This is an optimization exercise on Yosys and OpenROAD, whose aim is small area and a short achievable clock period, not a production implementation.
Function was checked by simulation only, so behaviour that the tests miss may differ from the original.
Power figures rest on the tool's default switching activity, not on a simulated workload.

File: flow/flow/run.sh
#!/bin/bash
# Standard synthesis and layout; the port buffers use plain buffers instead
# of the default delay cells, and timing repair aims for more setup slack.
set -euo pipefail
bash standard.sh BUFFER_PORTS_ARGS="-buffer_cell sky130_fd_sc_hd__buf_1" SETUP_SLACK_MARGIN=6.5 finish > standard.log 2>&1
File: flow/config.mk
export PLATFORM = sky130hd
export DESIGN_NAME = fp_adder_synth
export DESIGN_NICKNAME = fp_adder_synth
export VERILOG_FILES = /design/flow/design.v
export SDC_FILE = /design/flow/constraint.sdc
export NUM_CORES = 4
export LEC_CHECK = 0
export ABC_AREA = 1
export CAP_MARGIN = 20
export CORE_MARGIN = 2
export CORE_UTILIZATION = 40
export SLEW_MARGIN = 20
File: flow/constraint.sdc
create_clock -name core_clock -period 12.5 [get_ports {clk}]
set_input_delay 2.5000 -clock core_clock [delete_from_list [all_inputs] [get_ports {clk}]]
set_output_delay 2.5000 -clock core_clock [all_outputs]
set_load 0.01 [all_outputs]
File: flow/design.v
module FpAlign (
    input  [31:0] iA,
    input  [31:0] iB,
    output        oLs,
    output [7:0]  oLe,
    output [22:0] oLf,
    output [24:0] oSal,      
    output        oSticky,   
    output        oSub
);
    wire [7:0]  a_e = iA[30:23];
    wire [7:0]  b_e = iB[30:23];
    wire [8:0]  d_ab = {1'b0, a_e} - {1'b0, b_e};
    wire [7:0]  d_ba = b_e - a_e;
    wire        e_eq = (a_e == b_e);
    wire        f_gt = iA[22:0] > iB[22:0];
    wire        a_larger = e_eq ? f_gt : !d_ab[8];
    wire [7:0]  d = d_ab[8] ? d_ba : d_ab[7:0];
    wire [31:0] l = a_larger ? iA : iB;
    wire [22:0] s_f = a_larger ? iB[22:0] : iA[22:0];
    assign oLs  = l[31];
    assign oLe  = l[30:23];
    assign oLf  = l[22:0];
    assign oSub = iA[31] ^ iB[31];
    wire   sez = (a_e == 8'b0) || (b_e == 8'b0);
    wire [24:0] x = {1'b1, s_f, 1'b0};
    assign oSal = (sez || d[7:5] != 3'b0) ? 25'b0 : (x >> d[4:0]);
    wire [22:0] mask;
    genvar i;
    generate
        for (i = 0; i < 23; i = i + 1) begin : g_mask
            assign mask[i] = (d >= i + 2);
        end
    endgenerate
    assign oSticky = !sez && (d <= 8'd47) && ((d >= 8'd25) || |(s_f & mask));
endmodule
module FpNorm (
    input         iV,        
    input         iLs,
    input  [7:0]  iLe,
    input  [22:0] iLf,
    input  [24:0] iSal,
    input         iSticky,
    input         iSub,
    output [31:0] oSum
);
    wire [25:0] lsh = {2'b01, iLf, 1'b0};
    wire [25:0] pre = lsh + ({1'b0, iSal} ^ {26{iSub}}) + (iSub & ~iSticky);
    reg [4:0] s;
    integer k;
    always @* begin
        s = 5'd31;
        for (k = 0; k < 26; k = k + 1)
            if (pre[k]) s = 25 - k;
    end
    wire [25:0] n5 = pre << s;
    wire [22:0] frac = n5[24:2];
    wire [7:0]  e    = iLe + 8'd1 - {3'b0, s};
    wire underflow = iLe[7] && ({3'b0, s} >= {1'b0, iLe[6:0]} + 8'd2);
    wire zero      = (pre == 26'b0);
    assign oSum = !iV                  ? 32'b0 :
                  (underflow || zero)  ? 32'b0 :
                  {iLs, e, frac};
endmodule
`timescale 1ns/10ps
module fp_adder_synth (data, value, row, clk, rst);
    output [31:0] data;
    input  [31:0] value;
    input  [31:0] row;
    input         clk;
    input         rst;
    wire        l_s;
    wire [7:0]  l_e;
    wire [22:0] l_f;
    wire [24:0] s_al;
    wire        s_sticky;
    wire        op_sub;
    FpAlign AL (.iA(value), .iB(row), .oLs(l_s), .oLe(l_e), .oLf(l_f),
                .oSal(s_al), .oSticky(s_sticky), .oSub(op_sub));
    reg         r_v;
    reg         r_ls;
    reg  [7:0]  r_le;
    reg  [22:0] r_lf;
    reg  [24:0] r_sal;
    reg         r_sticky;
    reg         r_sub;
    wire both_ez = (value[30:23] == 8'b0) && (row[30:23] == 8'b0);
    always @(posedge clk) begin
        r_v      <= rst && !both_ez;
        r_ls     <= l_s;
        r_le     <= l_e;
        r_lf     <= l_f;
        r_sal    <= s_al;
        r_sticky <= s_sticky;
        r_sub    <= op_sub;
    end
    wire [31:0] sum;
    FpNorm NM (.iV(r_v), .iLs(r_ls), .iLe(r_le), .iLf(r_lf), .iSal(r_sal),
               .iSticky(r_sticky), .iSub(r_sub), .oSum(sum));
    reg [31:0] data;
    always @(posedge clk) begin
        if (!rst)
            data <= 32'b0;
        else
            data <= sum;
    end
endmodule
File: flow/standard.sh
#!/bin/bash
# synth_recipe.tcl (not shown) runs the flow's synth.tcl, then flattens the netlist and writes it again
# the make line also repeats each setting of config.mk as NAME=value (left out here)
make -C /OpenROAD-flow-scripts/flow DESIGN_CONFIG=/design/flow/config.mk WORK_HOME=/design/flow/orfs CLKGATE_MAP_FILE= SYNTH_SCRIPT=/design/flow/synth_recipe.tcl "${@:-finish}"
==> flow_summary.toml, run 1 <==
[outcome]
status = "timing/DRC/antenna clean"

[clock_network]
htree_levels = 3
numCtsBuffers = 9
cts_sinks = 92
clk_path_buf_depth = 2
cts_tree = "yes"
cts-root-buf = "clkbuf_16"
clk_latency_ns = 0.36
hold_buffers = 0
path_clk_slew_ns = 0.07

[flow_run]
max_cap_viol_count = 0

[setup_path]
r2r-end = "data[29]"
worstPathRequired_ns = 12.74
path_class = "in -> reg"
rrSetupSlack_ns = 6.99
critPathArrivalTime_ns = 5.96
reg2reg_depth = 31
crit_fanout = 11
setup.worst_path.start_class = "input pin"
endpoint_kind = "flop"
worstReg2RegStart = "r_sub"

[finish]
final_area_sq_um = 10000
area_growth_pct = 12.0
diodes = 0
final_layout_size_suffix_gt1_share_pct = 7.05
fin_cells = 1783
nets = 1647

[sta]
final-setup-viol-count = 0
drv_slew = 0
finalSetupTns_ns = 0
period_needed_ns = 5.72
rsz0062_at_grt = "no"
finalWorstSetupSlack_ns = 6.78
max_freq_mhz = 175
worst_pin_slew_ns = 0.767
period_share_pct = 45.8
slew_headroom_pct = 48.8
finClkSkew_ns = 0.0155
hold_violations = 0

[yosys]
async_flop_share_pct = 0
synth.top_cell.area_share_pct = 20.6
synth-seq-area-share_pct = 20.6
yosysTopAreaCell = "dfxtp_1"
synth_flop_cell = "dfxtp_1"
synth_edf_count = 0
synth_area_sq_um = 8950
syn_area_per_cell_sq_um = 6.27
syn_nets = 1577
synth-seq-cells = 92
synth.distinct_cells = 56
ys_warn_count = 2
synthCells = 1428
ys_top_cells_by_area = "dfxtp_1 (21%), nand2_1 (16%), nand3_1 (12%)"

[hold_path]
min_to = "data[31]"
min_from = "r_ls"
hold_class = "reg -> reg"
hold_depth = 2

[die]
die_area_sq_um = 23600
start_util_pct = 40.9
io-pin-count = 98
core_sq_um = 21900
rows = 54
die_w_um = 154
die_y_um = 154

[grt]
grt-ovfl-total = 0
antenna_found_initial = 0
grt_max_degree = 109
grtUsageTotal_pct = 22.7
grt_pass1_vias = 8753
grt_first_pass_wirelength_um = 44100

[detailed_routing]
top_layer = "met4"
dr_wl_met2_um = 12500
first_pass_iters = 7
wl_met1_um = 12800
drc = 0
drt.antenna.violating_nets = 0
drtIter0Drc = 825
vias = 9604
vias_per_cell = 5.39
wirelength_um = 27700
post_drt_wl_per_cell_um = 15.5
wl_met3_um = 1840

[power_and_ir_drop]
clkPwrFrac_pct = 14.9
swShare_pct = 52.8
p_seq_share_pct = 19.3
total_leakage_power_nw = 4.93
power.density_nw_per_um2 = 193
p_switching_mw = 1.02
ir_drop_mv = 0.0822
p_int_mw = 0.913
combPwrFrac_pct = 65.8

[placed_design]
globalplace.congestion = 0.961
dpl_cell_area_sq_um = 9430
dp_slack_ns = 5.35
hpwlAfterDp_um = 21600
dp.cells = 1755
numPortBuffers = 97
[metal layers]
metal / track usage, % / vias up
met5: 0 / -
met4: 5.94 / 0
met3: 3.13 / 29
met2: 37.0 / 354
met1: 31.7 / 4347
li1: - / 4874
[state kept, by name, indices dropped and copies added (netlist names)]
register,flops
data,32
r_sal,25
r_lf,23
r_le,8
r_ls,1
r_sticky,1
r_sub,1
r_v,1
[synthesized netlist by cell type, drive strengths merged (6+ instances only)]
library cell  instances
a211oi                9
nand2               379
dfxtp                92
buf                  32
o21ai               102
nand3               219
clkbuf               23
nor4                  8
xor2                 42
a21oi                66
nor3                 10
xnor2                 6
ha                   78
nand4                15
nor2                104
inv                 175
o211ai                6
a31oi                 7
[how the worst max path moves through the flow]
stage                         start   endpoint
after global routing          r_sub   data[20]
after floorplan               r_sub   data[30]
after CTS                     r_sub   data[18]
final                     value[28]  r_sal[12]
after global placement        r_sub   data[20]
after detailed placement      r_sub   data[19]
[timing repair]
item,in CTS,in global routing
setup endpoints to repair,57,47
pin swaps,1,5
gates cloned,1,5
buffers inserted,0,6
resized for setup,18,29
[critical path: stages]
cell and delay [ns]:
buf_1 0.20, inv_1 0.07, ha_1 0.36, a21oi_1 0.21, o21bai_1 0.09, a21oi_2 0.27, nand2_4 0.17, mux2i_4 0.23
o221ai_1 0.20, xor2_1 0.23, nand2_1 0.23, inv_1 0.19, nand2_1 0.19, nor2_2 0.28, clkinv_2 0.21, a211oi_2 0.33
[cell type report]
type	count	area (sq um)
fill	2379	11900
multi-input combinational	1107	6330
sequential	92	1840
inverter	178	693
timing repair buffer	109	497
tap	280	350
clock buffer	9	225
clock inverter	7	82.6
timing repair inverter	1	5.00
[layout by cell type (no fill, tap or decap), types with 8 or more instances in the layout]
cell type  instances
nor2_1            96
clkbuf_16         10
nand2_1          365
ha_1              76
buf_1             97
nor3_1             9
o21ai_0           85
nand2_2            8
buf_4              9
nand4_1           15
nand3_1          218
xor2_1            37
inv_1            159
a21oi_1           58
inv_2             12
dfxtp_1           91
o21ai_1           12
nor4_1             8
a211oi_1           8
[power by group through the flow]
stage               clock network (mW)  logic, mW  registers, mW
detailed placement                   0       1.20          0.381
finish                           0.288       1.27          0.374
global route                     0.304       1.43          0.380
global placement                     0       1.20          0.381
CTS                              0.293       1.22          0.374
floorplan                            0      0.928          0.390
[through the flow]
| stage | power, mW | util (%) | hold WS (ns) |
|---|---|---|---|
| global route | 2.12 | 45.8 | 0.450 |
| detailed placement | 1.58 | 43.1 | 0.422 |
| global placement | 1.58 | 43.1 | 0.425 |
| floorplan | 1.32 | - | 0.394 |
| finish | 1.93 | 45.8 | 0.425 |
| CTS | 1.89 | 44.8 | 0.432 |
[cell families (layout without fill, tap and decap cells)]
family / count (synthesis) / in the layout / synth area share [%]
XOR/XNOR: 48 / 49 / 5.03
AND/OR/NAND/NOR: 744 / 746 / 36.1
flip-flops: 92 / 92 / 20.6
AO/OA/AOI/OAI: 226 / 227 / 15.5
buffers and inverters: 233 / 304 / 10.6
multiplexers: 2 / 2 / 0.238
adder cells (fa/ha/maj): 83 / 83 / 12.0
==> run 2: changes to the inputs <==
==> flow/flow/run.sh (replaced) <==
#!/bin/bash
# Standard synthesis and layout; the port buffers use plain buffers instead
# of the default delay cells, and timing repair aims for more setup slack.
set -euo pipefail
bash standard.sh BUFFER_PORTS_ARGS="-buffer_cell sky130_fd_sc_hd__buf_1" SETUP_SLACK_MARGIN=7 finish > standard.log 2>&1
==> run 2 against run 1 <==
  * Still clean
  * Power is 6.7% higher
  * Die area stayed put
  * Combinational power is about 10% higher
  * Largest power group unchanged
==> flow_summary.toml, run 2 <==
[yosys]
yosysTopAreaCell = "dfxtp_1"
yosys.area_share.simple_pct = 36.1
synthCells = 1428
synth.top_cell.area_share_pct = 20.6
async_flop_share_pct = 0
synth_edf_count = 0
ys_top_cells_by_area = "dfxtp_1 (21%), nand2_1 (16%), nand3_1 (12%)"
synthMuxAreaShare_pct = 0.238
synth_top_family_by_area = "simple AND/OR/NAND/NOR gates"
syn_area_per_cell_sq_um = 6.27
syn_nets = 1577
synth_area_sq_um = 8950
synth-seq-cells = 92
yosysMostFrequentCell = "nand2_1"
synth_compound_area_share_pct = 15.5
ys_warn_count = 2
synth_common_cells = "nand2_1 (370), nand3_1 (218), inv_1 (161)"
synth_flop_cell = "dfxtp_1"
synth-xor-area-share_pct = 5.03
synth.distinct_cells = 56
synth_fa_ha_area_share_pct = 12.0
synth-seq-area-share_pct = 20.6

[finish]
final_layout_size_suffix_gt1_share_pct = 11.6
fillers = 2308
nets = 1680
layout_common_cells = "nand2_1 (355), nand3_1 (215), inv_1 (155)"
mostFrequentLayoutCell = "nand2_1"
area_growth_pct = 18.3
top_regs = "data (32), r_sal (25), r_lf (23)"
final_area_sq_um = 10600
regMostFlops = "data"
diodes = 0
largest_reg_flops = 32
ff_latch_area_sq_um = 1850
fin_cells = 1816
multi_input_area_sq_um = 6550

[die]
rows = 54
io-pin-count = 98
start_util_pct = 40.9
die_w_um = 154
core_sq_um = 21900
die_area_sq_um = 23600
die_y_um = 154

[power_and_ir_drop]
p_seq_share_pct = 18.1
clkPwrFrac_pct = 14.0
combPwrFrac_pct = 67.9
swShare_pct = 52.3
power.density_nw_per_um2 = 195
total_leakage_power_nw = 5.18
ir_drop_mv = 0.0785
p_switching_mw = 1.08
p_int_mw = 0.984

[sta]
period_share_pct = 43.2
rsz0062_at_grt = "yes"
hold_ws_ns = 0.427
finalSetupTns_ns = 0
finClkSkew_ns = 0.0140
period_needed_ns = 5.40
max_freq_mhz = 185
worst_pin_slew_ns = 0.708
final-setup-viol-count = 0
slew_headroom_pct = 52.8
finalWorstSetupSlack_ns = 7.10
drv_slew = 0
hold_violations = 0

[setup_path]
worstPathRequired_ns = 12.76
cp_slowest_stage_delay_ns = 0.32
endpoint_kind = "flop"
crit_buf_inv = 2
crit_path_cell_trace = "buf_1 > ha_1 > nand2_1 > nor2_1 > a211oi_2 > o221ai_2 > nand3_1 > o2111ai_1 > nand2_1 > nand2_4 > clkbuf_16 > nand2_1 > o21ai_0 > o21ai_1 > nand2_1 > nand2_1 > nand2_1 > a21oi_1 > o21ai_0 > a41oi_1"
worst_path_max_delay_cell = "ha_1"
critPathArrivalTime_ns = 5.67
path_class = "in -> reg"
setup.worst_path.start_class = "input pin"
crit_fanout = 27
crit_top_cell = "nand2_1"
crit_family = "compound AO/OA/AOI/OAI gates"

[clock_network]
cts_tree = "yes"
clk_path_buf_depth = 2
clk_latency_ns = 0.36
hold_buffers = 0
path_clk_slew_ns = 0.07
numCtsBuffers = 9
cts-root-buf = "clkbuf_16"
htree_levels = 3
cts_sinks = 92

[detailed_routing]
drt.antenna.violating_nets = 0
drc = 0
first_pass_iters = 7
wirelength_um = 29200
drtIter0Drc = 823
vias = 9848
vias_per_cell = 5.42
post_drt_wl_per_cell_um = 16.1

[grt]
grt_first_pass_wirelength_um = 45400
grt_max_degree = 109
grtUsageTotal_pct = 23.6
grt-ovfl-total = 0
antenna_found_initial = 0
grt_pass1_vias = 8899

[placed_design]
dp.cells = 1755
numPortBuffers = 97
globalplace.congestion = 0.961
dp_slack_ns = 5.35
hpwlAfterDp_um = 21600
dpl_cell_area_sq_um = 9430

[flow_run]
max_cap_viol_count = 0

[hold_path]
hold_class = "reg -> reg"

[outcome]
status = "timing/DRC/antenna clean"
run 2: repair_timing:
item / CTS / global route
cloned: 6 / 4
endpoints found under the setup margin: 58 / 57
setup buffers: 8 / 27
resized for setup: 55 / 65
pin swaps: 7 / 26
run 2: power groups by stage:
stage | Combinational (mW) | Sequential (mW) | Clock [mW]
CTS | 1.27 | 0.375 | 0.293
detailed placement | 1.20 | 0.381 | 0
global placement | 1.20 | 0.381 | 0
finish | 1.40 | 0.374 | 0.288
global route | 1.56 | 0.380 | 0.304
floorplan | 0.928 | 0.390 | 0
run 2: logic make-up (layout without fill, tap and decap cells):
logic type,count (synthesis),in the layout
compound gates,226,227
xor+xnor,48,49
fa+ha+maj,83,83
buf+inv,233,336
flops,92,92
mux,2,2
simple gates,744,747
run 2: worst min-delay path, stage by stage (launching register included):
cell and delay (ns):
dfxtp_1 0.30, inv_1 0.05, nor2_1 0.04
run 2: per-stage QoR:
step | power [mW] | utilization (%)
global placement | 1.58 | 43.1
finish | 2.06 | 48.4
CTS | 1.94 | 46.1
global route | 2.24 | 48.4
floorplan | 1.32 | -
detailed placement | 1.58 | 43.1
run 2: final timing paths:
check	from	end	slack, ns	depth (start not counted)
max reg2reg	r_sub	data[11]	7.25	32
min	r_ls	data[31]	0.43	2
min reg2reg	r_ls	data[31]	0.43	2
max	value[2]	r_sal[1]	7.10	20
run 2: area by class of cell:
| class | instances | share of cell area (%) |
|---|---|---|
| Tap cell | 280 | 3.31 |
| Timing Repair inverter | 2 | 0.118 |
| Inverter | 178 | 6.80 |
| Timing Repair Buffer | 140 | 7.64 |
| Multi-Input combinational cell | 1108 | 61.8 |
| Clock buffer | 9 | 2.13 |
| Sequential cell | 92 | 17.4 |
| Clock inverter | 7 | 0.779 |
run 2: metal layers:
| metal | GRT usage, % | up-vias | part of all wire [%] |
|---|---|---|---|
| li1 | - | 4942 | - |
| met1 | 32.9 | 4484 | 46 |
| met2 | 37.9 | 378 | 45 |
| met3 | 3.69 | 44 | 7.0 |
| met4 | 6.47 | 0 | 2.4 |
| met5 | 0 | - | 0 |
==> run 3: changes to the inputs <==
--- a/flow/config.mk
+++ b/flow/config.mk
@@ -10,3 +10,4 @@
 export CORE_MARGIN = 2
 export CORE_UTILIZATION = 40
+export PLACE_DENSITY = 0.8
 export SLEW_MARGIN = 20
==> run 3 against run 2 <==
  * First-iteration DRC count up 40%
  * Clock skew fell by 0.0024 ns
  * Core utilization rose by 0.21 points
  * Non-clock buffer count grew 5
  * Clock-buffer cell count is 2 higher
  * Setup slack improved by 0.093 ns
  * Power increased by 0.62%
==> flow_summary.toml, run 3 <==
[clock_network]
cts-root-buf = "clkbuf_16"
clk_latency_ns = 0.36
cts_sinks = 92
path_clk_slew_ns = 0.07
cts_tree = "yes"
htree_levels = 3
numCtsBuffers = 9
hold_buffers = 0
clk_path_buf_depth = 2

[setup_path]
crit_top_cell = "nor2_1"
endpoint_kind = "flop"
crit_fanout = 26
worstPathRequired_ns = 12.79
cp_slowest_stage_delay_ns = 0.37
critPathArrivalTime_ns = 5.60
worst_path_max_delay_cell = "dfxtp_4"
setup.worst_path.start_class = "flop"
path_class = "reg -> reg"

[finish]
diodes = 0
final_layout_size_suffix_gt1_share_pct = 11.9
utilization_pct = 48.6
largest_reg_flops = 32
regMostFlops = "data"
fin_cells = 1821
top_regs = "data (32), r_sal (25), r_lf (23)"
final_area_sq_um = 10600
nets = 1685
area_growth_pct = 18.8
mostFrequentLayoutCell = "nand2_1"
fillers = 2206
layout_common_cells = "nand2_1 (355), nand3_1 (216), inv_1 (156)"

[sta]
hold_ws_ns = 0.457
finClkSkew_ns = 0.0117
rsz0062_at_grt = "no"
worst_pin_slew_ns = 0.675
finalSetupTns_ns = 0
final-setup-viol-count = 0
finalWorstSetupSlack_ns = 7.19
hold_violations = 0
period_needed_ns = 5.31
slew_headroom_pct = 55.0
drv_slew = 0
max_freq_mhz = 188
period_share_pct = 42.5

[die]
start_util_pct = 40.9
core_sq_um = 21900
io-pin-count = 98
die_y_um = 154
rows = 54
die_area_sq_um = 23600
die_w_um = 154

[detailed_routing]
first_pass_iters = 7
vias_per_cell = 5.56
drtIter0Drc = 1150
dr_wl_met2_um = 13600
drc = 0
vias = 10100
drt.antenna.violating_nets = 0
wl_met1_um = 12000
top_layer = "met4"
wirelength_um = 29100
post_drt_wl_per_cell_um = 16.0
wl_met3_um = 2220

[yosys]
synth_edf_count = 0
synthCells = 1428
syn_area_per_cell_sq_um = 6.27
ys_warn_count = 2
async_flop_share_pct = 0
yosysTopAreaCell = "dfxtp_1"
synth.distinct_cells = 56
synth-seq-area-share_pct = 20.6
ys_top_cells_by_area = "dfxtp_1 (21%), nand2_1 (16%), nand3_1 (12%)"
synth_flop_cell = "dfxtp_1"
yosysMostFrequentCell = "nand2_1"
synth_common_cells = "nand2_1 (370), nand3_1 (218), inv_1 (161)"
synth-seq-cells = 92
syn_nets = 1577
synth_area_sq_um = 8950
synth.top_cell.area_share_pct = 20.6

[power_and_ir_drop]
total_leakage_power_nw = 5.20
power.density_nw_per_um2 = 195
p_total_mw = 2.08
ir_drop_mv = 0.0882

[grt]
grt_pass1_vias = 9120
grtUsageTotal_pct = 23.0
antenna_found_initial = 0
grt-ovfl-total = 0
grt_max_degree = 59
grt_first_pass_wirelength_um = 44600

[placed_design]
dp.cells = 1756
numPortBuffers = 97
dpl_cell_area_sq_um = 9440
globalplace.congestion = 0.964
hpwlAfterDp_um = 21500
dp_slack_ns = 5.65

[hold_path]
hold_class = "reg -> reg"

[flow_run]
max_cap_viol_count = 0

[outcome]
status = "timing/DRC/antenna clean"
## run 3: changes by cell type in the layout (fill, tap and decap cells not counted), sizes merged
cell,delta
inv,-6
buf,+5
clkinv,+4
clkbuf,+3
nand2,+2
bufbuf,-1
bufinv,-1
xor2,-1
## run 3: repair_timing
| action | CTS | global route |
|---|---|---|
| gates cloned | 3 | 6 |
| resized for setup | 45 | 89 |
| setup buffers | 10 | 30 |
| pin swaps | 9 | 32 |
| setup endpoints to repair | 58 | 55 |
## run 3: metal layers
| metal | GRT usage [%] | vias to the layer above |
|---|---|---|
| met5 | 0 | - |
| met3 | 3.64 | 106 |
| li1 | - | 4944 |
| met2 | 39.5 | 482 |
| met1 | 28.8 | 4595 |
| met4 | 9.26 | 0 |
## run 3: path summary, 6_finish.rpt
path | start | to | slack [ns] | depth (start not counted)
worst max-delay path | r_sub | data[29] | 7.19 | 32
worst min-delay path | r_ls | data[31] | 0.46 | 2
worst max register to register | r_sub | data[29] | 7.19 | 32
worst min register to register | r_ls | data[31] | 0.46 | 2
## run 3: kinds of logic after synthesis
logic type,after synthesis,share of synthesized area [%]
and+or+nand+nor,744,36.1
xor gates and xnor gates,48,5.03
buffers and inverters,233,10.6
muxes,2,0.238
DFF,92,20.6
adders and majority gates,83,12.0
AOI/OAI and AO/OA,226,15.5
## run 3: area by class of cell
class | count | area, sq um | area share, %
Clock buffer | 11 | 253 | 2.37
Tap cell | 280 | 350 | 3.29
Timing Repair Buffer | 145 | 816 | 7.67
Sequential cell | 92 | 1850 | 17.3
Clock inverter | 5 | 60.1 | 0.564
Multi-Input combinational cell | 1109 | 6590 | 61.9
Inverter | 178 | 721 | 6.77
Timing Repair inverter | 1 | 7.51 | 0.0705
## run 3: power by group
group | internal (mW) | total [mW] | leakage [nW] | switching [mW]
sequential | 0.350 | 0.374 | 0.760 | 0.0238
combinational | 0.477 | 1.42 | 4.29 | 0.944
clock | 0.166 | 0.282 | 0.152 | 0.116
total | 0.993 | 2.08 | 5.20 | 1.08
## run 3: worst max-delay path: cells and delay by family, from the launching register on
family	cells	cell delay [ns]
buf+inv	4	0.48
flops	1	0.37
simple gates	15	1.78
compound gates	7	1.04
fa+ha+maj	4	1.19
xor+xnor	2	0.35
==> run 4: changes to the inputs <==
==> flow/flow/run.sh (replaced) <==
#!/bin/bash
# Standard synthesis and layout; the port buffers use plain buffers instead
# of the default delay cells, and timing repair aims for more setup slack.
set -euo pipefail
bash standard.sh BUFFER_PORTS_ARGS="-buffer_cell sky130_fd_sc_hd__buf_1" SETUP_SLACK_MARGIN=6.85 finish > standard.log 2>&1
==> run 4 against run 3 <==
  * Die area did not move
  * Worst hold slack got worse by 0.0055 ns
  * Synthesized cell count stayed put
  * Setup slack got worse by 0.15 ns
  * Highest routed layer unchanged
  * Still clean on timing, DRC and antenna
  * Area after synthesis unchanged
  * Routed wire length decreased by 2.6%
  * Power down 2.2%
  * Clock power barely moved
==> flow_summary.toml, run 4 <==
[outcome]
status = "timing/DRC/antenna clean"

[sta]
slew_headroom_pct = 53.3
period_share_pct = 43.7
worst_pin_slew_ns = 0.700
final-setup-viol-count = 0
finalSetupTns_ns = 0
finClkSkew_ns = 0.0108
max_freq_mhz = 183
finalWorstSetupSlack_ns = 7.04
period_needed_ns = 5.46
rsz0062_at_grt = "yes"
drv_slew = 0
hold_violations = 0

[grt]
grt_first_pass_wirelength_um = 44500
use_met2_pct = 39.1
grt_pass1_vias = 9145
grtUsageTotal_pct = 23.0
grt_util_met1_pct = 29.0
grt-busiest-layer = "met2"
grt-ovfl-total = 0
met3_usage_pct = 3.52
grt_max_degree = 59
antenna_found_initial = 0

[setup_path]
endpoint_kind = "flop"
worstPathRequired_ns = 12.68
path_class = "in -> reg"
rrSetupSlack_ns = 7.05
setup.worst_path.start_class = "input pin"
crit_fanout = 58
critPathArrivalTime_ns = 5.64

[finish]
regMostFlops = "data"
utilization_pct = 47.3
top_regs = "data (32), r_sal (25), r_lf (23)"
mostFrequentLayoutCell = "nand2_1"
final_layout_size_suffix_gt1_share_pct = 9.63
fillers = 2252
largest_reg_flops = 32
layout_common_cells = "nand2_1 (357), nand3_1 (217), inv_1 (157)"
diodes = 0
ff_latch_area_sq_um = 1850
multi_input_area_sq_um = 6450
area_growth_pct = 15.6
nets = 1671

[die]
rows = 54
die_area_sq_um = 23600
io-pin-count = 98
start_util_pct = 40.9
core_sq_um = 21900
die_w_um = 154
die_y_um = 154

[power_and_ir_drop]
p_switching_mw = 1.06
combPwrFrac_pct = 67.8
power.density_nw_per_um2 = 196
total_leakage_power_nw = 5.09
clkPwrFrac_pct = 13.8
swShare_pct = 52.1
p_seq_share_pct = 18.4
ir_drop_mv = 0.0879
p_int_mw = 0.973

[clock_network]
cts_tree = "yes"
clk_path_buf_depth = 2
path_clk_slew_ns = 0.07
numCtsBuffers = 9
cts-root-buf = "clkbuf_16"
cts_sinks = 92
clk_latency_ns = 0.35
hold_buffers = 0
htree_levels = 3

[placed_design]
globalplace.congestion = 0.964
hpwlAfterDp_um = 21500
numPortBuffers = 97
dp_slack_ns = 5.65

[yosys]
synth.distinct_cells = 56
syn_nets = 1577
synthCells = 1428
ys_warn_count = 2
synth_edf_count = 0
yosysMostFrequentCell = "nand2_1"
yosysTopAreaCell = "dfxtp_1"
syn_area_per_cell_sq_um = 6.27
synth_common_cells = "nand2_1 (370), nand3_1 (218), inv_1 (161)"
async_flop_share_pct = 0
synth_area_sq_um = 8950
ys_top_cells_by_area = "dfxtp_1 (21%), nand2_1 (16%), nand3_1 (12%)"
synth.top_cell.area_share_pct = 20.6
synth-seq-area-share_pct = 20.6
synth-seq-cells = 92
synth_flop_cell = "dfxtp_1"

[flow_run]
max_cap_viol_count = 0

[detailed_routing]
first_pass_iters = 8
drc = 0
post_drt_wl_per_cell_um = 15.7
vias = 10000
wirelength_um = 28400
drtIter0Drc = 956
vias_per_cell = 5.56
drt.antenna.violating_nets = 0

[hold_path]
hold_class = "reg -> reg"
## run 4: what timing repair did
item | 4_1_cts | 5_1_grt
pin swaps | 4 | 20
setup endpoints to repair | 58 | 55
resized for setup | 34 | 54
hold endpoints to repair | 0 | 0
cloned | 3 | 4
buffers inserted | 4 | 24
## run 4: kinds of logic (layout without fill, tap and decap cells)
group	after synthesis	after routing	synth area share [%]
adders and majority gates	83	83	12.0
AOI/OAI and AO/OA	226	227	15.5
DFF	92	92	20.6
muxes	2	2	0.238
xor gates and xnor gates	48	48	5.03
buffers and inverters	233	327	10.6
and+or+nand+nor	744	748	36.1
## run 4: final timing paths
path / start / endpoint / cells after the start
max: value[2] / r_sal[9] / 19
min: r_ls / data[31] / 2
max reg2reg: r_sub / data[19] / 31
min reg2reg: r_ls / data[31] / 2
## run 4: per-layer routing
layer | vias up | part of all wire [%] | wire length, um
li1 | 4915 | - | -
met1 | 4540 | 41 | 11500
met2 | 474 | 47 | 13200
met3 | 109 | 7.9 | 2240
met4 | 0 | 4.9 | 1390
met5 | - | 0 | 0
## run 4: area by class of cell
| type | instances | area share [%] |
|---|---|---|
| Clock inverter | 5 | 0.580 |
| Tap cell | 280 | 3.38 |
| Timing Repair Buffer | 132 | 6.59 |
| Sequential cell | 92 | 17.8 |
| Clock buffer | 11 | 2.44 |
| Inverter | 178 | 6.86 |
| Multi-Input combinational cell | 1108 | 62.3 |
| Timing Repair inverter | 1 | 0.0483 |
## run 4: critical path, cell delays in order
cell,delay [ns]
buf_1,0.24
ha_1,0.32
nand2_1,0.08
nor2_1,0.04
a211oi_1,0.20
o221ai_1,0.18
nand3_1,0.12
o2111ai_1,0.24
nand2_2,0.24
nand2_8,0.13
buf_12,0.21
o21ai_0,0.17
inv_1,0.08
o21ai_0,0.34
nand2_1,0.14
nand2_1,0.09
nand2_1,0.07
a21oi_1,0.16
a311oi_1,0.08
## run 4: power by group through the flow
stage / registers (mW) / clock network, mW / logic, mW
2_1_floorplan: 0.390 / 0 / 0.928
3_3_place_gp: 0.379 / 0 / 1.18
3_5_place_dp: 0.381 / 0 / 1.20
4_1_cts: 0.374 / 0.284 / 1.24
5_1_grt: 0.379 / 0.295 / 1.52
6_report: 0.374 / 0.279 / 1.38
## run 4: stage by stage
step	cell area [sq um]	instances	power (mW)	hold slack, ns
final	10400	1807	2.03	0.451
after global routing	10400	1807	2.19	0.490
after CTS	9950	1779	1.90	0.468
after detailed placement	9440	1756	1.58	0.463
after global placement	9440	1756	1.56	0.466
after floorplan	8950	1428	1.32	0.394
==> run 5: changes to the inputs <==
--- a/flow/config.mk
+++ b/flow/config.mk
@@ -10,4 +10,3 @@
 export CORE_MARGIN = 2
 export CORE_UTILIZATION = 40
-export PLACE_DENSITY = 0.8
 export SLEW_MARGIN = 20
==> run 5 against run 4 <==
  * Largest power group unchanged
  * Still clean on timing, DRC and antenna
  * Die area unchanged
  * Flip-flop and latch count unchanged
  * First-iteration DRC count down 20%
  * Register-to-register slack better by 0.12 ns
  * Combinational power about the same
  * Worst hold slack worse by 0.026 ns
  * Critical endpoint is now r_sal[0]
  * Clock skew up 0.0018 ns
  * Global-route usage up 0.39 points
  * Non-clock buffer count down 2
  * Largest cell class unchanged
  * Via count down 3.0%
  * Maximum frequency down 0.11%
==> flow_summary.toml, run 5 <==
[outcome]
status = "timing/DRC/antenna clean"

[placed_design]
dpl_cell_area_sq_um = 9430
numPortBuffers = 97
hpwlAfterDp_um = 21600
globalplace.congestion = 0.961
dp_slack_ns = 5.35

[setup_path]
path_class = "in -> reg"
setup.worst_path.start_class = "input pin"
worstPathRequired_ns = 12.73
endpoint = "r_sal[0]"
r2r-end = "data[20]"
critPathArrivalTime_ns = 5.70
worstReg2RegStart = "r_sub"
rrSetupSlack_ns = 7.17
reg2reg_depth = 31
endpoint_kind = "flop"
startpoint = "value[2]"
crit_fanout = 54

[sta]
final-setup-viol-count = 0
finalWorstSetupSlack_ns = 7.03
finClkSkew_ns = 0.0126
worst_pin_slew_ns = 0.735
hold_violations = 0
period_needed_ns = 5.47
rsz0062_at_grt = "yes"
max_freq_mhz = 183
drv_slew = 0
period_share_pct = 43.7
slew_headroom_pct = 51.0
finalSetupTns_ns = 0

[clock_network]
path_clk_slew_ns = 0.07
cts-root-buf = "clkbuf_16"
htree_levels = 3
clk_latency_ns = 0.36
clk_path_buf_depth = 2
numCtsBuffers = 9
cts_tree = "yes"
cts_sinks = 92

[finish]
final_layout_size_suffix_gt1_share_pct = 10.4
final_area_sq_um = 10400
multi_input_area_sq_um = 6490
ff_latch_area_sq_um = 1850
utilization_pct = 47.5
fillers = 2337
regMostFlops = "data"
layout_common_cells = "nand2_1 (357), nand3_1 (216), inv_1 (155)"
largest_reg_flops = 32
mostFrequentLayoutCell = "nand2_1"
nets = 1670
top_regs = "data (32), r_sal (25), r_lf (23)"
area_growth_pct = 16.2
diodes = 0

[power_and_ir_drop]
ir_drop_mv = 0.0866
p_switching_mw = 1.07
power.density_nw_per_um2 = 195
swShare_pct = 52.5
p_int_mw = 0.964
combPwrFrac_pct = 67.3
clkPwrFrac_pct = 14.2
total_leakage_power_nw = 5.08
p_seq_share_pct = 18.4

[detailed_routing]
first_pass_iters = 5
vias_per_cell = 5.39
drtIter0Drc = 767
vias = 9736
wirelength_um = 28800
post_drt_wl_per_cell_um = 15.9
drt.antenna.violating_nets = 0
drc = 0

[die]
die_y_um = 154
start_util_pct = 40.9
die_w_um = 154
io-pin-count = 98
core_sq_um = 21900
rows = 54
die_area_sq_um = 23600

[yosys]
synth_edf_count = 0
synth_common_cells = "nand2_1 (370), nand3_1 (218), inv_1 (161)"
synth-seq-area-share_pct = 20.6
async_flop_share_pct = 0
ys_top_cells_by_area = "dfxtp_1 (21%), nand2_1 (16%), nand3_1 (12%)"
synthCells = 1428
yosysTopAreaCell = "dfxtp_1"
syn_area_per_cell_sq_um = 6.27
synth-seq-cells = 92
ys_warn_count = 2
synth_flop_cell = "dfxtp_1"
synth.distinct_cells = 56
syn_nets = 1577
synth_area_sq_um = 8950
synth.top_cell.area_share_pct = 20.6
yosysMostFrequentCell = "nand2_1"

[grt]
grt_first_pass_wirelength_um = 45100
grt-ovfl-total = 0
grt_max_degree = 109
grtUsageTotal_pct = 23.4
antenna_found_initial = 0
grt_pass1_vias = 8873

[hold_path]
hold_class = "reg -> reg"
hold_depth = 2

[flow_run]
max_cap_viol_count = 0
-- run 5: cell counts after synthesis --
Identical to the previous run, type by type.
-- run 5: metal layers --
metal	part of all wire, %	track usage [%]	vias up
li1	-	-	4927
met1	46	32.4	4416
met2	45	37.6	359
met3	6.5	4.11	34
met4	2.1	6.07	0
met5	0	0	-
-- run 5: timing repair --
item | in CTS | in global routing
pin swaps | 3 | 19
gates resized for setup | 39 | 62
setup buffers | 3 | 23
endpoints found under the setup margin | 58 | 57
cloned | 5 | 4
hold buffers | 0 | 0
-- run 5: power groups by stage --
stage	combinational [mW]	sequential, mW	clock, mW
global placement	1.20	0.381	0
global route	1.52	0.380	0.305
CTS	1.25	0.374	0.293
finish	1.37	0.374	0.289
floorplan	0.928	0.390	0
detailed placement	1.20	0.381	0
-- run 5: area by class of cell --
| cell class | count | area share (%) |
|---|---|---|
| clock buffer | 9 | 2.17 |
| sequential | 92 | 17.7 |
| timing repair buffer | 130 | 6.58 |
| multi-input combinational | 1108 | 62.4 |
| timing repair inverter | 2 | 0.120 |
| clock inverter | 7 | 0.794 |
| tap | 280 | 3.37 |
| inverter | 178 | 6.87 |
-- run 5: how the worst min path moves through the flow --
stage | end | slack (ns) | start
6_report | data[31] | 0.43 | r_ls
2_1_floorplan | data[31] | 0.39 | r_ls
5_1_grt | data[31] | 0.45 | r_ls
3_5_place_dp | data[31] | 0.42 | r_ls
4_1_cts | data[31] | 0.43 | r_ls
3_3_place_gp | data[31] | 0.42 | r_ls
-- run 5: cells by family (layout without fill, tap and decap cells) --
| family | Yosys count | after routing | share of synthesized area (%) |
|---|---|---|---|
| multiplexers | 2 | 2 | 0.238 |
| adder cells (fa/ha/maj) | 83 | 83 | 12.0 |
| flip-flops | 92 | 92 | 20.6 |
| buffers and inverters | 233 | 326 | 10.6 |
| AND/OR/NAND/NOR | 744 | 747 | 36.1 |
| XOR/XNOR | 48 | 49 | 5.03 |
| AO/OA/AOI/OAI | 226 | 227 | 15.5 |
-- run 5: critical path, cell delays in order --
cell and delay, ns:
buf_1 0.23, ha_1 0.31, nand2_1 0.07, nor2_1 0.04
a211oi_1 0.26, o221ai_1 0.24, nand3_1 0.15, o2111ai_1 0.13
nand2_1 0.13, nand2_2 0.14, buf_16 0.22, o21ai_0 0.38
inv_1 0.17, nand2_1 0.12, nand3_1 0.13, a311oi_1 0.28
nand2_1 0.08, nand2_1 0.06, a31oi_1 0.04
-- run 5: through the flow --
stage	instances	total power, mW	hold slack [ns]
finish	1806	2.03	0.425
global route	1806	2.21	0.450
CTS	1779	1.92	0.432
detailed placement	1755	1.58	0.422
global placement	1755	1.58	0.425
floorplan	1428	1.32	0.394
==> run 6: changes to the inputs <==
==> flow/flow/run.sh (replaced) <==
#!/bin/bash
# Standard synthesis and layout; the port buffers use plain buffers instead
# of the default delay cells, and timing repair aims for more setup slack.
set -euo pipefail
bash standard.sh BUFFER_PORTS_ARGS="-buffer_cell sky130_fd_sc_hd__buf_1" SETUP_SLACK_MARGIN=6.75 finish > standard.log 2>&1
==> run 6 against run 5 <==
  * Worst hold slack got worse by 0.0014 ns
  * Synthesized cell count stayed put
  * Largest power group unchanged
  * Largest cell class unchanged
  * Die area stayed put
  * Global-route usage fell by 0.38 points
  * Setup slack lost 0.057 ns
  * Sequential power about the same
  * Critical path depth fell by 3
  * Register-to-register slack is essentially flat
  * Clock-buffer cell count is the same
==> flow_summary.toml, run 6 <==
[die]
io-pin-count = 98
core_sq_um = 21900
rows = 54
start_util_pct = 40.9
die_y_um = 154
die_w_um = 154
die_area_sq_um = 23600

[yosys]
synth.distinct_cells = 56
synth_flop_cell = "dfxtp_1"
synth.top_cell.area_share_pct = 20.6
synth-seq-cells = 92
syn_nets = 1577
yosysTopAreaCell = "dfxtp_1"
async_flop_share_pct = 0
ys_top_cells_by_area = "dfxtp_1 (21%), nand2_1 (16%), nand3_1 (12%)"
syn_area_per_cell_sq_um = 6.27
ys_warn_count = 2
synthCells = 1428
synth-seq-area-share_pct = 20.6
yosysMostFrequentCell = "nand2_1"
synth_common_cells = "nand2_1 (370), nand3_1 (218), inv_1 (161)"
synth_area_sq_um = 8950
synth_edf_count = 0

[placed_design]
hpwlAfterDp_um = 21600
numPortBuffers = 97
globalplace.congestion = 0.961

[sta]
max_freq_mhz = 181
finalSetupTns_ns = 0
slew_headroom_pct = 53.0
period_needed_ns = 5.52
hold_violations = 0
period_share_pct = 44.2
final-setup-viol-count = 0
finClkSkew_ns = 0.0126
worst_pin_slew_ns = 0.706
rsz0062_at_grt = "yes"
drv_slew = 0

[detailed_routing]
drtIter0Drc = 844
post_drt_wl_per_cell_um = 15.7
wirelength_um = 28200
first_pass_iters = 8
vias = 9721
drt.antenna.violating_nets = 0
drc = 0
vias_per_cell = 5.40

[setup_path]
crit_fanout = 11
rrSetupSlack_ns = 7.17
reg2reg_depth = 35
critPathArrivalTime_ns = 5.76
worstReg2RegStart = "r_sub"
worstPathRequired_ns = 12.74
endpoint_kind = "flop"
startpoint = "value[28]"
endpoint = "r_sal[12]"
path_class = "in -> reg"
setup.worst_path.start_class = "input pin"
r2r-end = "data[11]"

[finish]
layout_common_cells = "nand2_1 (360), nand3_1 (216), inv_1 (156)"
area_growth_pct = 14.8
top_regs = "data (32), r_sal (25), r_lf (23)"
regMostFlops = "data"
mostFrequentLayoutCell = "nand2_1"
ff_latch_area_sq_um = 1840
final_layout_size_suffix_gt1_share_pct = 9.34
utilization_pct = 47.0
multi_input_area_sq_um = 6430
diodes = 0
largest_reg_flops = 32
nets = 1664
fillers = 2357

[clock_network]
cts_tree = "yes"
clk_path_buf_depth = 2
htree_levels = 3
numCtsBuffers = 9
hold_buffers = 0
cts_sinks = 92
cts-root-buf = "clkbuf_16"
clk_latency_ns = 0.36
path_clk_slew_ns = 0.07

[grt]
grtUsageTotal_pct = 23.0
grt_max_degree = 109
grt-ovfl-total = 0
grt_first_pass_wirelength_um = 44500
grt_pass1_vias = 8822
antenna_found_initial = 0

[flow_run]
max_cap_viol_count = 0

[outcome]
status = "timing/DRC/antenna clean"

[power_and_ir_drop]
p_total_mw = 2.00
power.density_nw_per_um2 = 194
total_leakage_power_nw = 5.03
ir_drop_mv = 0.0797

[hold_path]
hold_class = "reg -> reg"
hold_depth = 2
-- run 6: cell types whose count changed in the layout (fill, tap and decap cells not counted), moves of 2 or more --
cell,previous run,this run
nor2_4,7,5
o21ai_0,75,81
buf_4,28,23
nand2_1,357,360
nor2_1,92,94
nand2_2,14,12
xor2_1,35,37
o21ai_1,21,15
-- run 6: through the flow --
stage / hold WS (ns) / instances / cell area [sq um] / worst slack (ns)
3_3_place_gp: 0.425 / 1755 / 9430 / 5.30
5_1_grt: 0.450 / 1800 / 10300 / 6.72
2_1_floorplan: 0.394 / 1428 / 8950 / 7.14
6_report: 0.424 / 1800 / 10300 / 6.98
3_5_place_dp: 0.422 / 1755 / 9430 / 5.35
4_1_cts: 0.432 / 1777 / 9910 / 6.75
-- run 6: cell families after synthesis --
family / after synthesis / synth area share (%)
compound gates: 226 / 15.5
xor+xnor: 48 / 5.03
fa+ha+maj: 83 / 12.0
buf+inv: 233 / 10.6
flops: 92 / 20.6
mux: 2 / 0.238
simple gates: 744 / 36.1
-- run 6: cell type report --
type	count	share of cell area, %
Multi-Input combinational cell	1108	62.5
Clock inverter	7	0.803
Inverter	178	6.91
Tap cell	280	3.41
Timing Repair Buffer	124	6.12
Clock buffer	9	2.19
Timing Repair inverter	2	0.0973
Sequential cell	92	17.9
-- run 6: how the worst min path moves through the flow --
stage | end | startpoint | slack [ns]
4_1_cts | data[31] | r_ls | 0.43
5_1_grt | data[31] | r_ls | 0.45
3_5_place_dp | data[31] | r_ls | 0.42
2_1_floorplan | data[31] | r_ls | 0.39
3_3_place_gp | data[31] | r_ls | 0.42
6_report | data[31] | r_ls | 0.42
-- run 6: worst max-delay path, cell delays in order --
cell and delay, ns:
buf_1 0.19, inv_1 0.07, ha_1 0.36, a21oi_1 0.21, o21bai_1 0.09, a21oi_2 0.28
nand2_4 0.17, mux2i_4 0.23, o221ai_1 0.20, xor2_1 0.26, nand2_2 0.18, inv_1 0.17
nand2_2 0.14, nor2_4 0.18, clkinv_2 0.19, a211oi_2 0.34
-- run 6: repair_timing --
action	CTS	global route
setup buffers	3	18
gates resized for setup	29	46
pin swaps	1	9
gates cloned	3	5
endpoints found under the setup margin	58	53
-- run 6: report_power, final --
group	switching (mW)	internal (mW)
clock network	0.129	0.158
logic	0.897	0.441
registers	0.0241	0.350
-- run 6: layer usage --
metal / global-route usage [%] / wire [um]
met5: 0 / 0
met4: 6.47 / 637
met3: 3.13 / 1960
met2: 37.1 / 12700
met1: 32.1 / 13000
==> run 7: changes to the inputs <==
--- a/flow/config.mk
+++ b/flow/config.mk
@@ -6,5 +6,4 @@
 export NUM_CORES = 4
 export LEC_CHECK = 0
-export ABC_AREA = 1
 export CAP_MARGIN = 20
 export CORE_MARGIN = 2
==> run 7 against run 6 <==
  * Still clean
  * Core utilization increased by 4.3 points
  * Via count decreased by 1.1%
  * Die area rose by 5.2%
  * Clock-buffer cell count increased by 2
  * Routed wire length is 7.8% higher
  * Global-route usage rose by 0.79 points
  * Sequential share of layout area is 2.5 points lower
==> flow_summary.toml, run 7 <==
[yosys]
synthCells = 1197
synth_edf_count = 0
syn_nets = 1346
synth.top_cell.area_share_pct = 19.5
yosysTopAreaCell = "dfxtp_1"
synth-seq-cells = 92
synth_flop_cell = "dfxtp_1"
synth.distinct_cells = 101
synth_common_cells = "nand2_1 (126), a21oi_1 (94), dfxtp_1 (92)"
synth-seq-area-share_pct = 19.5
async_flop_share_pct = 0
synth_area_sq_um = 9430
syn_area_per_cell_sq_um = 7.88
ys_warn_count = 2
ys_top_cells_by_area = "dfxtp_1 (20%), ha_1 (10%), mux2i_1 (9.3%)"
yosysMostFrequentCell = "nand2_1"

[placed_design]
globalplace.congestion = 0.916
numPortBuffers = 97
dpl_cell_area_sq_um = 10100
dp_slack_ns = 5.43
hpwlAfterDp_um = 22000

[die]
die_y_um = 158
io-pin-count = 98
core_sq_um = 23300
die_w_um = 158
rows = 56
die_area_sq_um = 24800
start_util_pct = 40.4

[setup_path]
setup.worst_path.start_class = "input pin"
startpoint = "value[23]"
worstReg2RegStart = "r_sub"
path_class = "in -> reg"
rrSetupSlack_ns = 6.84
cp_slowest_stage_delay_ns = 0.48
worstPathRequired_ns = 12.73
worst_path_max_delay_cell = "or4_1"
crit_fanout = 4
endpoint_kind = "flop"
endpoint = "r_sticky"
reg2reg_depth = 27
r2r-end = "data[20]"
critPathArrivalTime_ns = 6.00
crit_path_cell_trace = "buf_8 > inv_4 > ha_4 > inv_4 > fa_2 > a21o_1 > a21oi_4 > o221ai_4 > buf_6 > mux2_4 > a31oi_4 > o221ai_4 > a21bo_2 > o32a_1 > o22ai_2 > nand2_2 > or4_1 > o31a_1"

[power_and_ir_drop]
p_seq_share_pct = 15.7
ir_drop_mv = 0.120
combPwrFrac_pct = 73.1
p_switching_mw = 1.20
clkPwrFrac_pct = 11.2
total_leakage_power_nw = 5.00
power.density_nw_per_um2 = 200
p_total_mw = 2.39
swShare_pct = 50.3
p_int_mw = 1.19

[sta]
hold_violations = 0
period_share_pct = 46.1
finalWorstSetupSlack_ns = 6.73
rsz0062_at_grt = "yes"
slew_headroom_pct = 32.2
period_needed_ns = 5.77
finalSetupTns_ns = 0
drv_slew = 0
worst_pin_slew_ns = 1.01
hold_ws_ns = 0.411
finClkSkew_ns = 0.00688
max_freq_mhz = 173
final-setup-viol-count = 0

[detailed_routing]
first_pass_iters = 5
vias_per_cell = 5.77
dr_wl_met2_um = 14400
wl_met3_um = 1420
drt.antenna.violating_nets = 0
drtIter0Drc = 661
top_layer = "met4"
wirelength_um = 30400
vias = 9610
drc = 0
post_drt_wl_per_cell_um = 18.2
wl_met1_um = 13500

[grt]
grt_first_pass_wirelength_um = 47200
antenna_found_initial = 0
grt_pass1_vias = 8786
grt_max_degree = 54
grtUsageTotal_pct = 23.8
grt-ovfl-total = 0

[clock_network]
numCtsBuffers = 9
cts-root-buf = "clkbuf_16"
hold_buffers = 0
cts_sinks = 92
clk_path_buf_depth = 2
path_clk_slew_ns = 0.07
htree_levels = 3
clk_latency_ns = 0.35
cts_tree = "yes"

[flow_run]
max_cap_viol_count = 0

[finish]
regMostFlops = "data"
area_growth_pct = 27.0
nets = 1491
layout_common_cells = "nand2_1 (118), buf_1 (92), dfxtp_1 (91)"
mostFrequentLayoutCell = "nand2_1"
largest_reg_flops = 32
final_layout_size_suffix_gt1_share_pct = 21.8
final_area_sq_um = 12000
top_regs = "data (32), r_sal (25), r_lf (23)"
diodes = 0

[hold_path]
hold_class = "reg -> reg"

[outcome]
status = "timing/DRC/antenna clean"
==> run 7: cell types whose count changed in the layout (fill, tap and decap cells not counted), sizes merged, moves of 20 or more <==
cell	before	now
xnor2	6	26
inv	175	73
mux2i	1	88
a21o	5	25
nor2	105	80
nand2	381	131
a21oi	67	96
buf	123	185
nand3	219	32
==> run 7: layer usage <==
metal	track usage [%]	vias to the layer above
met5	0	-
met4	10.1	0
met3	2.18	76
met2	39.2	363
met1	31.7	4483
li1	-	4688
==> run 7: area by class of cell <==
type                    instances  area (sq um)
inverters                      71           287
clock inverters                 5          60.1
clock buffers                  11           233
repair buffers                188          1170
multi-input cells             979          7970
flip-flops and latches         92          1850
fillers                      2219         11400
repair inverters                1          6.26
well taps                     319           399
==> run 7: how the worst min path moves through the flow <==
stage / slack, ns / end / from / depth (start not counted)
2_1_floorplan: 0.39 / data[31] / r_ls / 2
3_3_place_gp: 0.40 / data[31] / r_ls / 2
3_5_place_dp: 0.40 / data[31] / r_ls / 2
4_1_cts: 0.41 / data[31] / r_ls / 2
5_1_grt: 0.46 / data[31] / r_ls / 2
6_report: 0.41 / data[31] / r_ls / 2
==> run 7: power groups by stage <==
stage	Combinational [mW]	Sequential, mW	Clock (mW)
final	1.75	0.375	0.269
after global routing	1.88	0.381	0.289
after CTS	1.56	0.375	0.275
after detailed placement	1.45	0.381	0
after global placement	1.44	0.381	0
after floorplan	1.11	0.398	0
==> run 7: worst max-delay path, delay by kind of cell <==
kind / cells / cell delay [ns]
buffers and inverters: 4 / 0.35
muxes: 1 / 0.30
adders and majority gates: 2 / 0.47
and+or+nand+nor: 2 / 0.61
AOI/OAI and AO/OA: 9 / 1.75
==> run 7: what timing repair did <==
item	4_1_cts	5_1_grt
cloned	5	2
pin swaps	22	63
resized for setup	72	98
endpoints found under the setup margin	58	56
buffers inserted	27	57
==> run 7: cells by family after synthesis <==
group | Yosys count | synth area share, %
flops | 92 | 19.5
compound gates | 372 | 27.5
mux | 104 | 11.6
buf+inv | 131 | 5.93
fa+ha+maj | 84 | 11.5
xor+xnor | 67 | 6.66
simple gates | 347 | 17.2
==> run 7: metrics by stage <==
step / utilization (%) / instances
4_1_cts: 47.1 / 1607
3_3_place_gp: 43.3 / 1559
6_report: 51.3 / 1666
5_1_grt: 51.3 / 1666
3_5_place_dp: 43.3 / 1559
2_1_floorplan: - / 1197
==> run 8: changes to the inputs <==
--- a/flow/config.mk
+++ b/flow/config.mk
@@ -6,6 +6,8 @@
 export NUM_CORES = 4
 export LEC_CHECK = 0
+export ABC_AREA = 1
 export CAP_MARGIN = 20
 export CORE_MARGIN = 2
 export CORE_UTILIZATION = 40
+export PLACE_DENSITY = 0.9
 export SLEW_MARGIN = 20
==> run 8 against run 7 <==
  * Still clean on timing, DRC and antenna
  * Clock-buffer cell count down 1
  * Maximum frequency up 2.6%
  * Core utilization down 4.8 points
  * Area after synthesis down 5.0%
  * Non-clock buffer count down 69
  * Cell area down 15%
  * Via count up 4.3%
  * Register-to-register slack better by 0.04 ns
  * Highest routed layer unchanged
==> flow_summary.toml, run 8 <==
[die]
core_sq_um = 21900
die_w_um = 154
start_util_pct = 40.9
rows = 54
io-pin-count = 98
die_area_sq_um = 23600
die_y_um = 154

[finish]
utilization_pct = 46.5
fin_cells = 1794
mostFrequentLayoutCell = "nand2_1"
regMostFlops = "data"
area_growth_pct = 13.8
layout_common_cells = "nand2_1 (360), nand3_1 (215), inv_1 (159)"
final_layout_size_suffix_gt1_share_pct = 8.52
diodes = 0
top_regs = "data (32), r_sal (25), r_lf (23)"
largest_reg_flops = 32
nets = 1658

[setup_path]
crit_fanout = 16
worst_path_max_delay_cell = "fa_2"
setup.worst_path.start_class = "flop"
critPathArrivalTime_ns = 5.91
crit_top_cell = "nand2_1"
endpoint_kind = "flop"
worstPathRequired_ns = 12.79
path_class = "reg -> reg"
cp_slowest_stage_delay_ns = 0.41

[yosys]
synth-seq-area-share_pct = 20.6
async_flop_share_pct = 0
ys_warn_count = 2
synth.distinct_cells = 56
synth-seq-cells = 92
synthCells = 1428
synth_flop_cell = "dfxtp_1"
syn_area_per_cell_sq_um = 6.27
syn_nets = 1577
ys_top_cells_by_area = "dfxtp_1 (21%), nand2_1 (16%), nand3_1 (12%)"
yosysMostFrequentCell = "nand2_1"
synth.top_cell.area_share_pct = 20.6
yosysTopAreaCell = "dfxtp_1"
synth_area_sq_um = 8950
synth_edf_count = 0
synth_common_cells = "nand2_1 (370), nand3_1 (218), inv_1 (161)"

[clock_network]
clk_path_buf_depth = 2
cts_tree = "yes"
path_clk_slew_ns = 0.06
htree_levels = 3
cts_sinks = 92
clk_latency_ns = 0.36
numCtsBuffers = 9
cts-root-buf = "clkbuf_16"

[sta]
finClkSkew_ns = 0.00721
finalSetupTns_ns = 0
slew_headroom_pct = 51.8
finalWorstSetupSlack_ns = 6.88
max_freq_mhz = 178
hold_violations = 0
final-setup-viol-count = 0
drv_slew = 0
period_share_pct = 44.9
period_needed_ns = 5.62
worst_pin_slew_ns = 0.722
rsz0062_at_grt = "yes"

[hold_path]
hold_class = "reg -> reg"

[grt]
grtUsageTotal_pct = 22.5
grt-ovfl-total = 0
grt_pass1_vias = 9121
grt_first_pass_wirelength_um = 44000
antenna_found_initial = 0
grt_max_degree = 109

[power_and_ir_drop]
total_leakage_power_nw = 5.01
ir_drop_mv = 0.0822
power.density_nw_per_um2 = 197

[detailed_routing]
drt.antenna.violating_nets = 0
first_pass_iters = 6
drc = 0
drtIter0Drc = 1033
vias_per_cell = 5.59
wirelength_um = 28400
vias = 10000
post_drt_wl_per_cell_um = 15.8

[placed_design]
hpwlAfterDp_um = 21200
globalplace.congestion = 0.957
dp_slack_ns = 5.79
numPortBuffers = 97
dp.cells = 1756

[flow_run]
max_cap_viol_count = 0

[outcome]
status = "timing/DRC/antenna clean"
-- run 8: changes by cell type after synthesis, sizes merged, moves of 13 or more --
cell    before  now
nand2      128  379
nand3       32  219
inv         71  175
mux2i       88    1
a21oi       96   66
nor2        80  104
a21o        25    5
xnor2       26    6
o21ai       84  102
nor3        25   10
a211oi      22    9
nand2b      13    0
-- run 8: kinds of logic after synthesis --
kind of cell    synth area share [%]
mux                            0.238
flops                           20.6
fa+ha+maj                       12.0
xor+xnor                        5.03
compound gates                  15.5
simple gates                    36.1
buf+inv                         10.6
-- run 8: critical path, delay by kind of cell (launching register included) --
kind / cells / cell delay, ns
adder cells (fa/ha/maj): 4 / 1.20
XOR/XNOR: 2 / 0.50
buffers and inverters: 4 / 0.58
AND/OR/NAND/NOR: 15 / 1.48
AO/OA/AOI/OAI: 9 / 1.41
flip-flops: 1 / 0.34
-- run 8: worst paths after layout --
path	start	to	slack (ns)	cells past startpoint
setup reg to reg	r_sub	data[12]	6.88	34
setup / recovery	r_sub	data[12]	6.88	34
hold / removal	r_ls	data[31]	0.45	2
hold reg to reg	r_ls	data[31]	0.45	2
-- run 8: metal layers --
| layer | GRT usage, % | vias up | wire, um | part of all wire (%) |
|---|---|---|---|---|
| li1 | - | 4890 | - | - |
| met2 | 37.0 | 519 | 12800 | 45 |
| met1 | 28.9 | 4511 | 11900 | 42 |
| met3 | 4.40 | 102 | 2460 | 8.7 |
| met4 | 9.39 | 0 | 1300 | 4.6 |
| met5 | 0 | - | 0 | 0 |
-- run 8: layout make-up --
class                           count  area (sq um)
Fill cell                        2228         11700
Multi-Input combinational cell   1108          6400
Sequential cell                    92          1840
Inverter                          178           687
Timing Repair Buffer              119           597
Tap cell                          280           350
Clock buffer                       10           239
Clock inverter                      6          63.8
Timing Repair inverter              1          5.00
-- run 8: what timing repair did --
action | CTS | global route
setup buffers | 1 | 13
pin swaps | 1 | 15
hold buffers | 0 | 0
endpoints found under the setup margin | 55 | 57
gates cloned | 2 | 6
resized for setup | 15 | 61
-- run 8: metrics by stage --
stage | instance area [sq um] | hold slack, ns | power [mW]
after floorplan | 8950 | 0.394 | 1.32
after global placement | 9440 | 0.447 | 1.55
after detailed placement | 9440 | 0.450 | 1.57
after CTS | 9820 | 0.459 | 1.87
after global routing | 10200 | 0.470 | 2.17
final | 10200 | 0.449 | 2.01
-- run 8: where the power goes --
| part | internal (mW) | total (mW) | switching, mW |
|---|---|---|---|
| registers | 0.350 | 0.375 | 0.0248 |
| clock network | 0.160 | 0.278 | 0.118 |
| logic | 0.434 | 1.35 | 0.920 |
==> run 9: changes to the inputs <==
--- a/flow/config.mk
+++ b/flow/config.mk
@@ -10,4 +10,4 @@
 export CORE_MARGIN = 2
 export CORE_UTILIZATION = 40
-export PLACE_DENSITY = 0.9
+export PLACE_DENSITY = 0.8
 export SLEW_MARGIN = 20
==> run 9 against run 8 <==
  * Cell area barely moved
  * Global-route usage rose by 0.33 points
  * Clock-buffer cell count rose by 1
  * Highest routed layer unchanged
==> flow_summary.toml, run 9 <==
[finish]
largest_reg_flops = 32
area_growth_pct = 13.8
multi_input_area_sq_um = 6390
fillers = 2268
mostFrequentLayoutCell = "nand2_1"
layout_common_cells = "nand2_1 (361), nand3_1 (218), inv_1 (158)"
ff_latch_area_sq_um = 1840
fin_cells = 1794
regMostFlops = "data"
nets = 1658
top_regs = "data (32), r_sal (25), r_lf (23)"
diodes = 0
final_layout_size_suffix_gt1_share_pct = 8.12

[sta]
finalSetupTns_ns = 0
finClkSkew_ns = 0.0104
period_share_pct = 44.4
finalWorstSetupSlack_ns = 6.94
hold_violations = 0
slew_headroom_pct = 55.0
rsz0062_at_grt = "yes"
worst_pin_slew_ns = 0.675
drv_slew = 0
final-setup-viol-count = 0
max_freq_mhz = 180
period_needed_ns = 5.56

[setup_path]
reg2reg_depth = 34
setup.worst_path.start_class = "input pin"
crit_path_cell_trace = "buf_1 > ha_1 > nand2_1 > nor2_1 > a211oi_1 > o221ai_1 > nand3_1 > o2111ai_1 > nand2_2 > nand2_8 > buf_12 > o21ai_0 > nand2_1 > nand3_1 > a21oi_1 > a311oi_1 > nand2_1 > nand2_1 > a31oi_1"
worst_path_max_delay_cell = "o21ai_0"
worstPathRequired_ns = 12.73
crit_top_cell = "nand2_1"
cp_slowest_stage_delay_ns = 0.40
path_class = "in -> reg"
endpoint_kind = "flop"
crit_fanout = 58
critPathArrivalTime_ns = 5.79

[hold_path]
hold_depth = 2
hold_class = "reg -> reg"

[die]
start_util_pct = 40.9
io-pin-count = 98
die_w_um = 154
core_sq_um = 21900
die_area_sq_um = 23600
rows = 54
die_y_um = 154

[yosys]
ys_top_cells_by_area = "dfxtp_1 (21%), nand2_1 (16%), nand3_1 (12%)"
synthCells = 1428
synth_flop_cell = "dfxtp_1"
yosysTopAreaCell = "dfxtp_1"
syn_area_per_cell_sq_um = 6.27
synth-seq-cells = 92
yosysMostFrequentCell = "nand2_1"
synth-seq-area-share_pct = 20.6
synth.distinct_cells = 56
synth.top_cell.area_share_pct = 20.6
syn_nets = 1577
ys_warn_count = 2
synth_edf_count = 0
async_flop_share_pct = 0
synth_common_cells = "nand2_1 (370), nand3_1 (218), inv_1 (161)"
synth_area_sq_um = 8950

[placed_design]
dp_slack_ns = 5.65
numPortBuffers = 97
hpwlAfterDp_um = 21500
globalplace.congestion = 0.964
dp.cells = 1756

[power_and_ir_drop]
power.density_nw_per_um2 = 194
total_leakage_power_nw = 5.00
ir_drop_mv = 0.0874
p_total_mw = 1.98

[grt]
grt_first_pass_wirelength_um = 44400
grt_max_degree = 59
antenna_found_initial = 0
grtUsageTotal_pct = 22.9
grt_pass1_vias = 9104
grt-ovfl-total = 0

[clock_network]
cts_tree = "yes"
clk_path_buf_depth = 2
hold_buffers = 0
clk_latency_ns = 0.35
cts-root-buf = "clkbuf_16"
path_clk_slew_ns = 0.07
htree_levels = 3
numCtsBuffers = 9
cts_sinks = 92

[detailed_routing]
post_drt_wl_per_cell_um = 15.4
drt.antenna.violating_nets = 0
drtIter0Drc = 1066
first_pass_iters = 6
vias_per_cell = 5.49
drc = 0
wirelength_um = 27600
vias = 9842

[flow_run]
max_cap_viol_count = 0

[outcome]
status = "timing/DRC/antenna clean"
==> run 9: cell counts after synthesis <==
No cell type changed its count.
==> run 9: power breakdown <==
group / internal [mW] / switching [mW] / leakage, nW / total [mW]
clock network: 0.166 / 0.114 / 0.152 / 0.280
registers: 0.350 / 0.0235 / 0.760 / 0.374
logic: 0.434 / 0.893 / 4.09 / 1.33
total: 0.951 / 1.03 / 5.00 / 1.98
==> run 9: cells by family (layout without fill, tap and decap cells) <==
| group | count (synthesis) | after routing | share of synthesized area (%) |
|---|---|---|---|
| AND/OR/NAND/NOR | 744 | 747 | 36.1 |
| buffers and inverters | 233 | 315 | 10.6 |
| AO/OA/AOI/OAI | 226 | 227 | 15.5 |
| flip-flops | 92 | 92 | 20.6 |
| adder cells (fa/ha/maj) | 83 | 83 | 12.0 |
| XOR/XNOR | 48 | 48 | 5.03 |
| multiplexers | 2 | 2 | 0.238 |
==> run 9: path summary, 6_finish.rpt <==
path | startpoint | endpoint | slack, ns
worst max-delay path | value[2] | r_sal[0] | 6.94
worst min-delay path | r_ls | data[31] | 0.45
worst max register to register | r_sub | data[19] | 7.04
worst min register to register | r_ls | data[31] | 0.45
==> run 9: final cells by class <==
type | count | share of cell area [%]
tap | 280 | 3.44
inverter | 178 | 6.94
clock buffer | 11 | 2.48
timing repair buffer | 121 | 5.76
multi-input combinational | 1107 | 62.7
clock inverter | 5 | 0.590
sequential | 92 | 18.1
==> run 9: through the flow <==
| stage | instance area, sq um | hold WS (ns) | util [%] |
|---|---|---|---|
| final | 10200 | 0.451 | 46.5 |
| after global routing | 10200 | 0.490 | 46.5 |
| after CTS | 9890 | 0.468 | 45.2 |
| after detailed placement | 9440 | 0.463 | 43.1 |
| after global placement | 9440 | 0.466 | 43.1 |
| after floorplan | 8950 | 0.394 | - |
==> run 9: timing repair <==
item,4_1_cts,5_1_grt
pin swaps,1,12
setup buffers,4,13
endpoints found under the setup margin,57,55
gates resized for setup,24,47
gates cloned,2,3
==> run 9: metal layers <==
layer	up-vias	track usage, %	part of all wire, %
met5	-	0	0
met4	0	9.22	4.7
met3	87	3.47	7.9
met2	451	39.0	46
met1	4411	28.9	41
li1	4893	-	-
==> run 9: worst max-delay path, delay by kind of cell <==
family	cells	cell delay [ns]
AOI/OAI and AO/OA	7	1.44
adders and majority gates	1	0.32
buffers and inverters	2	0.49
and+or+nand+nor	9	1.04

what the ideal ports hide:
Ports are ideal in the flow. The routed layouts listed here were re-timed in OpenROAD.
Step 1 assumes that a clkbuf_16 drives the clock port and a buf_2 every other input.
Step 2 adds t to the input delays and takes it off the output delays; t is the mean of the earliest and latest rising clock arrival at the registers after step 1. Input paths then give back, and output paths get back, about the clock's delay inside the block.
Slacks: ideal / step 1 / step 2; pairs: ideal / step 1.
run | t (ns) | setup WS [ns] | worst setup path after step 2 | slew at the worst register clock pin (ns) | worst data-port slew with drivers (ns)
run 1 | 0.395 | 6.777 / 6.799 / 6.404 | input to register | 0.07 / 0.07 | 0.03
run 2 | 0.397 | 7.097 / 7.120 / 6.723 | input to register | 0.07 / 0.07 | 0.03
run 3 | 0.394 | 7.189 / 7.189 / 6.832 | input to register | 0.07 / 0.07 | 0.05
run 4 | 0.392 | 7.039 / 7.050 / 6.671 | input to register | 0.07 / 0.07 | 0.05
run 5 | 0.400 | 7.033 / 7.049 / 6.649 | input to register | 0.07 / 0.07 | 0.03
run 6 | 0.395 | 6.976 / 6.998 / 6.603 | input to register | 0.07 / 0.07 | 0.03
run 7 | 0.388 | 6.735 / 6.743 / 6.355 | input to register | 0.07 / 0.07 | 0.05
run 8 | 0.396 | 6.883 / 6.883 / 6.575 | input to register | 0.07 / 0.07 | 0.04
run 9 | 0.391 | 6.945 / 6.966 / 6.575 | input to register | 0.07 / 0.07 | 0.05
After both steps every run listed still meets setup and hold. For run 5, which loses most, drivers alone change the setup slack by +0.016 ns; drivers and shift together by -0.384 ns.
